Source: an optimization exercise on an open RTL-to-GDS flow (aim: small area and a short achievable clock period). Production flows keep margins and buffers that such runs may drop. Function was checked by simulation only, so behaviour that the tests miss may differ from the original. No activity file was given, so power comes from the tool's default toggle rates.

Design twist_mesh_top, start of the top module:
module twist_mesh_top #(
     parameter N_p = 4
)(
     input  logic                clk_i
    ,input  logic                reset_i
    ,input  logic [N_p*8-1:0]    in_weight_i
    ,input  logic [N_p-1:0]      in_lock_i
    ,input  logic [N_p*8-1:0]    in_ifmap_i
    ,input  logic [N_p*32-1:0]   in_psum_i
    ,input  logic                in_propagate_i
    ,input  logic                in_valid_i
    ,input  logic                in_last_i
    ,output logic [N_p*32-1:0]   out_psum_o
    ,output logic                out_valid_o
    ,output logic                out_last_o
);
export LEC_CHECK = 0
export CAP_MARGIN = 20
export CORE_MARGIN = 2
export CORE_UTILIZATION = 40
export SETUP_SLACK_MARGIN = 5
export SLEW_MARGIN = 20
create_clock -name core_clock -period 11.0 [get_ports {clk_i}]
run.sh (not shown) runs the stock make flow with config.mk's settings and CLKGATE_MAP_FILE= SYNTH_SCRIPT=/design/flow/synth_recipe.tcl, a recipe that flattens the netlist after the stock synthesis.
The first run completed with no timing, DRC or antenna violations.
Edit:
- SETUP_SLACK_MARGIN: 5 -> unset
The changed run finished clean.
Fmax is lower by 15%.
Global-route usage came out lower by 1.7 points.
Sequential cell count does not change.
Final cell count drops by 4.3%.
Cell area is lower by 9.3%.
Clock-buffer cell count goes down by 2.
Die area does not change.
Routed wire length shrinks by 9.5%.


twist_mesh_top, a different RTL version from the one above (not shown whole).
For scale: about 7400 cells after synthesis, ~71000 µm² of cells after synthesis.
// twist_mesh_top
module twist_mesh_top #(
     parameter N_p = 4
)(
     input  logic                clk_i
    ,input  logic                reset_i
    ,input  logic [N_p*8-1:0]    in_weight_i
    ,input  logic [N_p-1:0]      in_lock_i
    ,input  logic [N_p*8-1:0]    in_ifmap_i
    ,input  logic [N_p*32-1:0]   in_psum_i
    ,input  logic                in_propagate_i
    ,input  logic                in_valid_i
    ,input  logic                in_last_i
    ,output logic [N_p*32-1:0]   out_psum_o
    ,output logic                out_valid_o
    ,output logic                out_last_o
);
    TwistMesh #(.N_p(N_p)) u_mesh (
         .clk_i          (clk_i)
        ,.reset_i        (reset_i)
        ,.in_weight_i    (in_weight_i)
        ,.in_lock_i      (in_lock_i)
        ,.in_ifmap_i     (in_ifmap_i)
        ,.in_psum_i      (in_psum_i)
        ,.in_propagate_i (in_propagate_i)
        ,.in_valid_i     (in_valid_i)
        ,.in_last_i      (in_last_i)
        ,.out_psum_o     (out_psum_o)
        ,.out_valid_o    (out_valid_o)
        ,.out_last_o     (out_last_o)
    );
endmodule
clock: 11.0 ns
lec_check: 0
cap_margin: 20
core_margin: 2
core_utilization: 60
setup_slack_margin: 5
slew_margin: 20
tns_end_percent: 30
The baseline produced a clean layout.
Edit:
==> flow/flow/run.sh (new file) <==
#!/bin/bash
cp standard.sh standard_sh.log
export SETUP_SLACK_MARGIN=6.5
bash standard.sh > standard_run.log 2>&1
==> flow/standard.sh (new file) <==
#!/bin/bash
# synth_recipe.tcl (not shown) runs the flow's synth.tcl, then flattens the netlist and writes it again
# the make line also repeats each setting of config.mk as NAME=value (left out here)
make -C /OpenROAD-flow-scripts/flow DESIGN_CONFIG=/design/flow/config.mk WORK_HOME=/design/flow/orfs CLKGATE_MAP_FILE= SYNTH_SCRIPT=/design/flow/synth_recipe.tcl "${@:-finish}"
- CORE_UTILIZATION: 60 -> 40
- SETUP_SLACK_MARGIN: 5 -> not set
- TNS_END_PERCENT: 30 -> not set
removed: flow/run.sh
Clock-buffer cell count climbs by 11.
Clock skew rises by 0.0088 ns.
Combinational power goes up by 39%.
Global-route usage drops by 7.5 points.
Total power is higher by 25%.
Utilization went down by 16 points.
Register-to-register slack gets better by 0.41 ns.
Design area came out higher by 15%.
Edit:
==> flow/run.sh (new file) <==
#!/bin/bash
# synth_recipe.tcl (not shown) runs the flow's synth.tcl, then flattens the netlist and writes it again
# the make line also repeats each setting of config.mk as NAME=value (left out here)
make -C /OpenROAD-flow-scripts/flow DESIGN_CONFIG=/design/flow/config.mk WORK_HOME=/design/flow/orfs CLKGATE_MAP_FILE= SYNTH_SCRIPT=/design/flow/synth_recipe.tcl finish
- SETUP_SLACK_MARGIN: not set -> 3.5
removed: flow/flow/run.sh
removed: flow/standard.sh
=> The changed run ran to the end with no violations; synthesized cell count is unchanged; non-clock buffer count went down by 607; total power went down by 24%.
Edit:
- CORE_UTILIZATION: 40 -> 60
- SETUP_SLACK_MARGIN: 3.5 -> 5
What happened: Hold slack improves by 0.0041 ns. Routed wire length decreases by 1.7%. Design area increases by 2.8%. Sequential power hardly moves. Power increases by 7.4%. Core utilization increases by 25 points. Worst setup slack improves by 1.1 ns. Final cell count decreases by 6.5%.
Edit:
- CORE_UTILIZATION: 60 -> 40
After rerunning:
- The changed run finished with timing, DRC and antenna clean
- worst setup slack loses 0.057 ns
- core utilization came out lower by 23 points
- routed wire length came out higher by 5.8%
- non-clock buffer count came out higher by 21
- area after synthesis is unchanged
- hold slack stays flat
- power came out lower by 1.2%
Edit:
- CORE_UTILIZATION: 40 -> 60
- CTS_BUF_LIST: not set -> sky130_fd_sc_hd__clkbuf_8
- CTS_CLUSTER_DIAMETER: not set -> 50
- CTS_CLUSTER_SIZE: not set -> 16
Result:
- The new run produced a clean layout
- utilization goes up by 23 points
- synthesized cell count does not change
- worst hold slack is better by 0.0045 ns
- area after synthesis is unchanged
- total power goes down by 2.3%
- sequential power is about the same
- sequential cell count does not change


== onyx ==
twist_mesh_top again, from the RTL that the note above started with.
==> flow/design.v (excerpt) <==
module twist_mesh_top #(
     parameter N_p = 4
)(
     input  logic                clk_i
    ,input  logic                reset_i
    ,input  logic [N_p*8-1:0]    in_weight_i
    ,input  logic [N_p-1:0]      in_lock_i
    ,input  logic [N_p*8-1:0]    in_ifmap_i
    ,input  logic [N_p*32-1:0]   in_psum_i
    ,input  logic                in_propagate_i
    ,input  logic                in_valid_i
    ,input  logic                in_last_i
    ,output logic [N_p*32-1:0]   out_psum_o
    ,output logic                out_valid_o
    ,output logic                out_last_o
);
export LEC_CHECK = 0
export CAP_MARGIN = 10
export CORE_MARGIN = 2
export CORE_UTILIZATION = 60
export SETUP_SLACK_MARGIN = 5
export SLEW_MARGIN = 10
create_clock -name core_clock -period 11.0 [get_ports {clk_i}]
Stock flow here: none of the scripts above is used.
Modified inputs, harbor compared to onyx
# onyx
export LEC_CHECK = 0
export CAP_MARGIN = 10
export CORE_MARGIN = 2
export CORE_UTILIZATION = 60
export SETUP_SLACK_MARGIN = 5
export SLEW_MARGIN = 10
create_clock -name core_clock -period 11.0 [get_ports {clk_i}]
# harbor
export LEC_CHECK = 0
export CAP_MARGIN = 20
export CORE_MARGIN = 2
export CORE_UTILIZATION = 60
export SETUP_SLACK_MARGIN = 5
export SLEW_MARGIN = 20
export TNS_END_PERCENT = 0
create_clock -name core_clock -period 11.0 [get_ports {clk_i}]
Findings:
harbor vs onyx: wire length on met3 down by a few percent. Diff harbor..onyx | flip-flop and latch count | unchanged. Delta (harbor minus onyx): critical path depth decreased 2; proportion of power drawn by combinational gates saw a decrease. Sort onyx and harbor by sequential fraction of total cell area asc -> top: onyx. harbor vs onyx, worst setup path endpoint: out_psum_o[127] vs out_psum_o[54]. From onyx to harbor, post-route setup TNS did not move at all. Compared with onyx, in harbor chip width comparable; overall power consumption went down by 3.7%; met2 wirelength from detailed routing fell 4.4%; count of clock-buffer cells in the layout now smaller.


wip/xenon:
twist_mesh_top, a different RTL version from the one above (not shown whole).
Size: about 330 I/O pins, about 0.079 sq mm of cells after synthesis.
export LEC_CHECK = 0
export CAP_MARGIN = 20
export CORE_MARGIN = 2
export CORE_UTILIZATION = 40
export SETUP_SLACK_MARGIN = 5
export SLEW_MARGIN = 20
create_clock -name core_clock -period 11.0 [get_ports {clk_i}]
[inputs] wip/indigo vs wip/xenon
--- a/flow/config.mk
+++ b/flow/config.mk
@@ -10,3 +10,2 @@
 export CORE_UTILIZATION = 40
-export SETUP_SLACK_MARGIN = 5
 export SLEW_MARGIN = 20
### Flow results
wip/indigo finished every step from synthesis to the final layout, and the layout passed the timing, design-rule and antenna checks.
Re setup slack at placement: wip/xenon was lower than wip/indigo.
Looking at source of the critical timing path, the u_mesh.g_psum[2].x3_r[0] result is from wip/indigo; the u_mesh.g_row[1].g_col[1].u_pe.a_r[7] one comes from wip/xenon.
Per the comparison of wip/indigo with wip/xenon, clock buffer count in the final layout shows an increase of 5.0%, worst-case clock skew now sits higher.
wip/indigo and wip/xenon ended up with roughly the same synthesized cell count.
Compared with wip/xenon, wip/indigo shows a lower overall power.


twist_mesh_top, a different RTL version from the one above (not shown whole).
Size: ~7600 cells after synthesis, ~1000 flip-flops.
// twist_mesh_top
module twist_mesh_top #(
     parameter N_p = 4
)(
     input  logic                clk_i
    ,input  logic                reset_i
    ,input  logic [N_p*8-1:0]    in_weight_i
    ,input  logic [N_p-1:0]      in_lock_i
    ,input  logic [N_p*8-1:0]    in_ifmap_i
    ,input  logic [N_p*32-1:0]   in_psum_i
    ,input  logic                in_propagate_i
    ,input  logic                in_valid_i
    ,input  logic                in_last_i
    ,output logic [N_p*32-1:0]   out_psum_o
    ,output logic                out_valid_o
    ,output logic                out_last_o
);
==> flow/config.mk <==
export PLATFORM = sky130hd
export DESIGN_NAME = twist_mesh_top
export DESIGN_NICKNAME = twist_mesh_top
export VERILOG_FILES = /design/flow/design.v
export SDC_FILE = /design/flow/constraint.sdc
export NUM_CORES = 4
export LEC_CHECK = 0
export CAP_MARGIN = 20
export CORE_MARGIN = 2
export CORE_UTILIZATION = 60
export SLEW_MARGIN = 20
==> flow/constraint.sdc <==
create_clock -name core_clock -period 11.0 [get_ports {clk_i}]
set_input_delay 2.2000 -clock core_clock [delete_from_list [all_inputs] [get_ports {clk_i}]]
set_output_delay 2.2000 -clock core_clock [all_outputs]
set_load 0.01 [all_outputs]
standard.sh (not shown) runs the stock make flow with config.mk's settings and CLKGATE_MAP_FILE= SYNTH_SCRIPT=/design/flow/synth_recipe.tcl, a recipe that flattens the netlist after the stock synthesis.
==> flow/flow/run.sh <==
#!/bin/bash
cp standard.sh standard_sh.log
export SETUP_SLACK_MARGIN=5.5
bash standard.sh > standard_run.log 2>&1
Change:
==> flow/run.sh (new file) <==
#!/bin/bash
# synth_recipe.tcl (not shown) runs the flow's synth.tcl, then flattens the netlist and writes it again
# the make line also repeats each setting of config.mk as NAME=value (left out here)
make -C /OpenROAD-flow-scripts/flow DESIGN_CONFIG=/design/flow/config.mk WORK_HOME=/design/flow/orfs CLKGATE_MAP_FILE= SYNTH_SCRIPT=/design/flow/synth_recipe.tcl finish
--- a/flow/config.mk
+++ b/flow/config.mk
@@ -9,3 +9,4 @@
 export CORE_MARGIN = 2
 export CORE_UTILIZATION = 60
+export SETUP_SLACK_MARGIN = 5
 export SLEW_MARGIN = 20
removed: flow/flow/run.sh
removed: flow/standard.sh
After rerunning:
- combinational power shrinks by 15%
- sequential share of layout area grows by 1.0 points
- fmax shrinks by 1.9%
Change:
==> flow/flow/run.sh (new file) <==
#!/bin/bash
cp standard.sh standard_sh.log
export SETUP_SLACK_MARGIN=6
bash standard.sh > standard_run.log 2>&1
==> flow/standard.sh (new file) <==
#!/bin/bash
# synth_recipe.tcl (not shown) runs the flow's synth.tcl, then flattens the netlist and writes it again
# the make line also repeats each setting of config.mk as NAME=value (left out here)
make -C /OpenROAD-flow-scripts/flow DESIGN_CONFIG=/design/flow/config.mk WORK_HOME=/design/flow/orfs CLKGATE_MAP_FILE= SYNTH_SCRIPT=/design/flow/synth_recipe.tcl "${@:-finish}"
--- a/flow/config.mk
+++ b/flow/config.mk
@@ -9,4 +9,3 @@
 export CORE_MARGIN = 2
 export CORE_UTILIZATION = 60
-export SETUP_SLACK_MARGIN = 5
 export SLEW_MARGIN = 20
removed: flow/run.sh
What happened:
- worst setup slack improves by 120 ps
- final cell count rises by 5.6%
- total power rises by 24%
- synthesized cell count stays the same
- sequential power is about the same
- wire length rises by 16%

-- port drivers added, routing unchanged --
How much do the figures lean on ideal ports? The routed layouts below were timed once more, with nothing changed but the port constraints. Step 1, drivers: a clkbuf_16 drives clk_i and a buf_2 each remaining input, both assumed. Step 2 also shifts input and output timing later by t, the mid clock arrival at the registers, as if the neighbouring blocks saw the same clock. Three values: ideal ports, drivers, drivers and shift; two values: the first two.
| run | shift t [ns] | setup slack, ns | hold WS [ns] | clock arrival spread, ns |
|---|---|---|---|---|
| the first run of note 1 | 0.807 | 4.387 / 4.387 / 4.387 | 0.335 / 0.335 / 0.335 | 0.086 / 0.086 |
| the second run of note 1 | 0.808 | 3.173 / 3.109 / 3.173 | 0.351 / 0.351 / 0.351 | 0.053 / 0.053 |
| the first run of note 2 | 0.766 | 4.823 / 4.739 / 4.334 | 0.322 / 0.322 / 0.322 | 0.034 / 0.034 |
| the second run of note 2 | 0.808 | 4.943 / 4.864 / 4.330 | 0.320 / 0.320 / 0.320 | 0.044 / 0.044 |
| the third run of note 2 | 0.799 | 3.821 / 3.745 / 3.129 | 0.319 / 0.319 / 0.319 | 0.046 / 0.046 |
| the fourth run of note 2 | 0.770 | 4.927 / 4.847 / 4.327 | 0.323 / 0.323 / 0.323 | 0.030 / 0.029 |
| the fifth run of note 2 | 0.806 | 4.870 / 4.796 / 4.288 | 0.325 / 0.325 / 0.325 | 0.037 / 0.036 |
| the sixth run of note 2 | 0.900 | 4.793 / 4.717 / 4.309 | 0.329 / 0.329 / 0.329 | 0.091 / 0.091 |
| onyx | 0.770 | 4.875 / 4.793 / 4.187 | 0.323 / 0.323 / 0.323 | 0.030 / 0.030 |
| harbor | 0.775 | 4.725 / 4.645 / 4.246 | 0.325 / 0.325 / 0.325 | 0.038 / 0.038 |
| wip/xenon | 0.830 | 4.936 / 4.867 / 4.853 | 0.324 / 0.324 / 0.324 | 0.040 / 0.041 |
| wip/indigo | 0.826 | 3.122 / 3.039 / 3.136 | 0.326 / 0.326 / 0.326 | 0.055 / 0.056 |
| the first run of note 5 | 0.786 | 5.015 / 5.015 / 4.255 | 0.322 / 0.322 / 0.322 | 0.033 / 0.033 |
| the second run of note 5 | 0.794 | 4.896 / 4.928 / 4.134 | 0.322 / 0.322 / 0.322 | 0.043 / 0.043 |
| the third run of note 5 | 0.806 | 5.019 / 4.845 / 4.038 | 0.318 / 0.318 / 0.318 | 0.028 / 0.027 |
After both steps setup and hold are still met in every run listed. The setup slack of the third run of note 5, which loses most, moves by -0.174 ns with the drivers and by -0.981 ns with both steps.
